Context: an optimization exercise on an open-source flow, tuned for small area. The choices shown serve that exercise and are no tape-out recipe.
Only simulation tests tie the RTL to the original design; equivalence was not proved.
The clock port is modelled as an ideal driver, which makes a skipped or thinned clock tree look cheaper than it is; a real chip needs a root buffer or a tree.
Power is estimated from default activity; no workload was simulated.

==> module us_sensor, before the edit <==
module us_sensor(echo,trigger,ss,en,clk,rst);
input clk,echo,rst;
output reg trigger;
output [7:0] ss;
output [2:0] en;
localparam [23:0] TRG_A   = 24'h566bcb;
localparam [23:0] TRG_B   = 24'h566bca;
localparam [23:0] TRG_X   = 24'hea8a91;
localparam [23:0] TRG_M   = ~24'h000520;
localparam [23:0] TRG_POL = 24'haaaaaa;
reg  [23:0] trg_q;
wire [23:0] trg_s   = trg_q ^ TRG_POL;
wire        trg_end = ((trg_s & TRG_M) == (TRG_X & TRG_M));
wire        trg_ld  = rst | trg_end;
wire [23:0] trg_v   = (rst | ~trigger) ? TRG_A : TRG_B;
wire [23:0] trg_n   = trg_ld ? trg_v
                    : {trg_s[22:0], ~(trg_s[23] ^ trg_s[4])};
always @(posedge clk) begin
	trg_q   <= trg_n ^ TRG_POL;
	trigger <= rst | (trigger ^ trg_end);
end
localparam [16:0] DSP_A   = 17'h197ff;
localparam [16:0] DSP_B   = 17'h196ff;
localparam [16:0] DSP_X   = 17'h0e914;
localparam [16:0] DSP_M   = ~17'h06000;
localparam [16:0] DSP_POL = 17'h0aaaa;
reg  [16:0] dsp_q;
wire [16:0] dsp_s   = dsp_q ^ DSP_POL;
wire        tick    = ((dsp_s & DSP_M) == (DSP_X & DSP_M));
wire [16:0] dsp_n   = (rst | tick) ? (rst ? DSP_A : DSP_B)
                    : {dsp_s[15:0], ~(dsp_s[16] ^ dsp_s[13])};
always @(posedge clk)
	dsp_q <= dsp_n ^ DSP_POL;
localparam [12:0] GAP_X   = 13'h15fb;
localparam [12:0] GAP_M   = ~13'h0101;    
localparam [12:0] GAP_POL = 13'h0aaa;
reg  [12:0] gap_q;
reg  [4:0]  ph;
wire        ph_long = ~ph[0] & ~ph[1];    
wire        ph_first = ph[0] & ph[1];     
wire [4:0]  ph_adv;
assign ph_adv[0] = ~ph[0] & ~ph[1];
assign ph_adv[1] = (ph[0] & ~ph[1] & ~ph[4]) | (ph[0] & ~ph[2]);
assign ph_adv[2] = (~ph[1] & ph[2] & ~ph[4]) | (~ph[0] & ph[2] & ph[4]) | (ph[1] & ~ph[2]);
assign ph_adv[3] = (~ph[2] & ph[3]) | (~ph[0] & ph[1] & ph[2] & ~ph[3]) | (~ph[1] & ph[3]);
assign ph_adv[4] = (ph[1] & ph[2] & ph[3]) | (~ph[0] & ph[4]) | (~ph[2] & ph[4]);
wire [12:0] gap_s   = gap_q ^ GAP_POL;
wire        gap_end = ((gap_s & GAP_M) == (GAP_X & GAP_M));
wire        gap_ld  = rst | ~echo | gap_end;
wire [12:0] gap_n   = gap_ld ? {12'd0, ~(ph_long & echo & ~rst)}
                    : {gap_s[11:0], ~(gap_s[12] ^ gap_s[2])};
always @(posedge clk) begin
	gap_q <= gap_n ^ GAP_POL;
	if (rst | ~echo)
		ph <= 5'd7;
	else if (gap_end)
		ph <= ph_adv;
end
reg  [3:0] r0, r1, r2;
wire r_clr = rst | (echo & ph_first & ~gap_end);
wire r_inc = echo & gap_end;
wire [3:0] t0 = {r_inc & r0[0] & (r0[3] | (r0[2] & r0[1])), r_inc & r0[0] & r0[1], r_inc & r0[0] & ~r0[3], r_inc};
wire       c0 = r_inc & r0[0] & r0[3];
wire [3:0] t1 = {c0 & r1[0] & (r1[3] | (r1[2] & r1[1])), c0 & r1[0] & r1[1], c0 & r1[0] & ~r1[3], c0};
wire       c1 = c0 & r1[0] & r1[3];
wire [3:0] t2 = {c1 & r2[0] & r2[1] & r2[2], c1 & r2[0] & r2[1], c1 & r2[0], c1};
wire [3:0] r0_n = (r0 ^ t0) & {4{~r_clr}};
wire [3:0] r1_n = (r1 ^ t1) & {4{~r_clr}};
wire [3:0] r2_n = (r2 ^ t2) & {4{~r_clr}};
reg [3:0] d0, d1, d2;
always @(posedge clk) begin
	r0 <= r0_n; r1 <= r1_n; r2 <= r2_n;
	if (rst | ~echo) begin
		d0 <= r0_n; d1 <= r1_n; d2 <= r2_n;
	end
end
reg  [1:0] pos;
reg  [3:0] dig;
wire [1:0] pos_n = {pos[1] ^ pos[0], ~pos[0] | pos[1]};    
always @(posedge clk) begin
	if (rst) begin
		pos <= 0;
		dig <= 4'd8;
	end else if (tick) begin
		pos <= pos_n;
		case (pos_n)
			2'd1: if (!(d2[3] & d2[1])) dig <= d2;    
			2'd2: dig <= d1;
			default: dig <= d0;
		endcase
	end
end
assign en = {pos[1] ^ pos[0], pos[0], pos[1]};
wire [6:0] seg;
assign seg[0] = (dig == 4'd1) | (dig == 4'd4) | (dig == 4'd10) | (dig == 4'd12) | (dig == 4'd14);
assign seg[1] = (dig == 4'd5) | (dig == 4'd6);
assign seg[2] = 1'b0;
assign seg[3] = (dig == 4'd1) | (dig == 4'd2) | (dig == 4'd4) | (dig == 4'd7) | (dig == 4'd12) | (dig == 4'd13) | (dig == 4'd14) | (dig == 4'd15);
assign seg[4] = (dig == 4'd1) | (dig == 4'd3) | (dig == 4'd4) | (dig == 4'd5) | (dig == 4'd7) | (dig == 4'd9) | (dig == 4'd10) | (dig == 4'd11);
assign seg[5] = (dig == 4'd1) | (dig == 4'd2) | (dig == 4'd3) | (dig == 4'd7);
assign seg[6] = (dig == 4'd0) | (dig == 4'd1) | (dig == 4'd7);
assign ss = {1'b1, seg};
endmodule
clock: 30.0 ns
lec_check: 0
cap_margin: 20
core_margin: 2
core_utilization: 40
place_density: 0.6
slew_margin: 20
standard.sh (not shown) runs the stock make flow with config.mk's settings and CLKGATE_MAP_FILE= SYNTH_SCRIPT=/design/flow/synth_recipe.tcl, a recipe that flattens the netlist after the stock synthesis.
==> flow/flow/run.sh <==
#!/bin/bash
# Layout flow: the standard flow (standard.sh) with these changes:
#  - synthesis is the standard flow's (synth_recipe.tcl and ORFS synth.tcl) with only
#    ABC's mapping script replaced by an area-oriented one (abc_area.script),
#  - port buffers are buf_1 (BUFFER_PORTS_ARGS),
#  - after the floorplan, every combinational cell that synthesis upsized is
#    replaced by the smallest cell of the same function (downsize.tcl); the
#    later repair steps fix any slew or load violation this makes,
#  - after CTS, the clock tree is rebuilt as one root buffer feeding one
#    leaf buffer per cluster of nearby registers (clocktree.tcl).
# Each tool's full output is in the ORFS logs under orfs/logs and in
# standard.log here.
set -e
here=$(pwd)
sed "s#^  log_cmd abc {\*}\$abc_args#  set abc_args [lreplace \$abc_args 1 1 $here/flow/abc_area.script]\n&#" \
  $FLOW_HOME/scripts/synth.tcl > $here/synth_abc.tcl
grep -q "flow/abc_area.script" $here/synth_abc.tcl
sed "s#source \$::env(SCRIPTS_DIR)/synth.tcl#source $here/synth_abc.tcl#" synth_recipe.tcl > $here/my_synth.tcl
grep -q "synth_abc.tcl" $here/my_synth.tcl
sed "s#SYNTH_SCRIPT=[^ ]*#SYNTH_SCRIPT=$here/my_synth.tcl#" standard.sh > $here/my_standard.sh
grep -q "my_synth.tcl" $here/my_standard.sh
export BUFFER_PORTS_ARGS="-buffer_cell sky130_fd_sc_hd__buf_1"
export POST_FLOORPLAN_TCL=$here/flow/downsize.tcl
export POST_CTS_TCL=$here/flow/clocktree.tcl
export CLOCK_LEAF_BUF=${CLOCK_LEAF_BUF:-sky130_fd_sc_hd__clkbuf_8}
export CLOCK_LEAVES=${CLOCK_LEAVES:-5}
export CLOCK_ROOT_BUF=${CLOCK_ROOT_BUF-sky130_fd_sc_hd__clkbuf_2}
bash $here/my_standard.sh finish "$@" > standard.log 2>&1
Other scripts of this flow, unchanged in this note and not shown: flow/flow/abc_area.script, flow/flow/clocktree.tcl, flow/flow/downsize.tcl
Next try:
--- a/flow/design.v
+++ b/flow/design.v
@@ -56,20 +56,20 @@
 	else if (gap_end)
 		ph <= ph_adv;
 end
 reg  [3:0] r0, r1, r2;
 wire r_clr = rst | (echo & ph_first & ~gap_end);
 wire r_inc = echo & gap_end;
-wire [3:0] t0 = {r_inc & r0[0] & (r0[3] | (r0[2] & r0[1])), r_inc & r0[0] & r0[1], r_inc & r0[0] & ~r0[3], r_inc};
-wire       c0 = r_inc & r0[0] & r0[3];
-wire [3:0] t1 = {c0 & r1[0] & (r1[3] | (r1[2] & r1[1])), c0 & r1[0] & r1[1], c0 & r1[0] & ~r1[3], c0};
-wire       c1 = c0 & r1[0] & r1[3];
-wire [3:0] t2 = {c1 & r2[0] & r2[1] & r2[2], c1 & r2[0] & r2[1], c1 & r2[0], c1};
-wire [3:0] r0_n = (r0 ^ t0) & {4{~r_clr}};
-wire [3:0] r1_n = (r1 ^ t1) & {4{~r_clr}};
-wire [3:0] r2_n = (r2 ^ t2) & {4{~r_clr}};
+wire f0 = (~r0[0] & ~r0[1] & r0[3]) | (r0[0] & ~r0[3]);    
+wire f1 = (~r1[0] & ~r1[1] & r1[3]) | (r1[0] & ~r1[3]);
+wire f2 = (~r2[1] & r2[2] & r2[3]) | (r2[0] & ~r2[3]);
+wire c0 = r_inc & ~r0[0] & ~r0[2] & r0[3];                
+wire c1 = c0 & ~r1[0] & ~r1[2] & r1[3];                   
+wire [3:0] r0_n = r_clr ? 4'b0001 : r_inc ? {r0[2:0], f0} : r0;
+wire [3:0] r1_n = r_clr ? 4'b0001 : c0 ? {r1[2:0], f1} : r1;
+wire [3:0] r2_n = r_clr ? 4'b0001 : c1 ? {r2[2:0], f2} : r2;
 reg [3:0] d0, d1, d2;
 always @(posedge clk) begin
 	r0 <= r0_n; r1 <= r1_n; r2 <= r2_n;
 	if (rst | ~echo) begin
 		d0 <= r0_n; d1 <= r1_n; d2 <= r2_n;
 	end
@@ -77,27 +77,27 @@
 reg  [1:0] pos;
 reg  [3:0] dig;
 wire [1:0] pos_n = {pos[1] ^ pos[0], ~pos[0] | pos[1]};    
 always @(posedge clk) begin
 	if (rst) begin
 		pos <= 0;
-		dig <= 4'd8;
+		dig <= 4'b0100;    
 	end else if (tick) begin
 		pos <= pos_n;
 		case (pos_n)
-			2'd1: if (!(d2[3] & d2[1])) dig <= d2;    
+			2'd1: if (d2 != 4'b0000) dig <= d2;    
 			2'd2: dig <= d1;
 			default: dig <= d0;
 		endcase
 	end
 end
 assign en = {pos[1] ^ pos[0], pos[0], pos[1]};
 wire [6:0] seg;
-assign seg[0] = (dig == 4'd1) | (dig == 4'd4) | (dig == 4'd10) | (dig == 4'd12) | (dig == 4'd14);
-assign seg[1] = (dig == 4'd5) | (dig == 4'd6);
+assign seg[0] = (dig[0] & dig[1] & ~dig[2]) | (~dig[0] & dig[1] & dig[3]);
+assign seg[1] = (~dig[1] & dig[2] & dig[3]) | (dig[0] & ~dig[2] & dig[3]);
 assign seg[2] = 1'b0;
-assign seg[3] = (dig == 4'd1) | (dig == 4'd2) | (dig == 4'd4) | (dig == 4'd7) | (dig == 4'd12) | (dig == 4'd13) | (dig == 4'd14) | (dig == 4'd15);
-assign seg[4] = (dig == 4'd1) | (dig == 4'd3) | (dig == 4'd4) | (dig == 4'd5) | (dig == 4'd7) | (dig == 4'd9) | (dig == 4'd10) | (dig == 4'd11);
-assign seg[5] = (dig == 4'd1) | (dig == 4'd2) | (dig == 4'd3) | (dig == 4'd7);
-assign seg[6] = (dig == 4'd0) | (dig == 4'd1) | (dig == 4'd7);
+assign seg[3] = (~dig[0] & dig[1]) | (dig[1] & ~dig[3]);
+assign seg[4] = (dig[1] & ~dig[2]) | (dig[1] & dig[3]) | (~dig[0] & dig[3]);
+assign seg[5] = (dig[1] & ~dig[2]) | (dig[0] & dig[2]);
+assign seg[6] = ~dig[2] & ~dig[3];
 assign ss = {1'b1, seg};
 endmodule
Result: Power hardly moves. Critical path depth came out lower by 7. Wire length came out higher by a few percent. Worst setup slack improved by 0.013 ns. First-iteration DRC count came out lower by well over a third. Design area came out lower slightly. Cell count came out higher by a few percent. Worst hold slack got worse by 0.0034 ns.
No run of this note takes its clock network from TritonCTS; it comes from the design's own scripts or RTL.

## re-timing with driven ports
The results above use ideal ports. As a check the final layouts listed here were re-extracted and re-timed, cells and wires unchanged. Step 1: set_driving_cell puts a clkbuf_16 on clk and a buf_2 on each other input, an assumption about the parent block. Step 2, shift: input delay + t, output delay - t, t = (earliest + latest rising clock arrival at the registers) / 2. This alone moves slack from input paths to output paths. Three values: ideal, step 1, step 2; two values: the first two.
| run | t, ns | setup slack, ns | worst setup path at the end | worst slew at a driven data input, ns | pins driven straight from the clock port |
|---|---|---|---|---|---|
| the first run | 0.474 | 22.404 / 22.393 / 21.935 | input to register | 0.03 | 1 |
| the second run | 0.482 | 22.417 / 22.390 / 22.053 | input to register | 0.03 | 1 |
After both steps setup and hold are still met in every run listed. The setup slack of the first run, which loses most, moves by -0.011 ns with the drivers and by -0.469 ns with both steps.
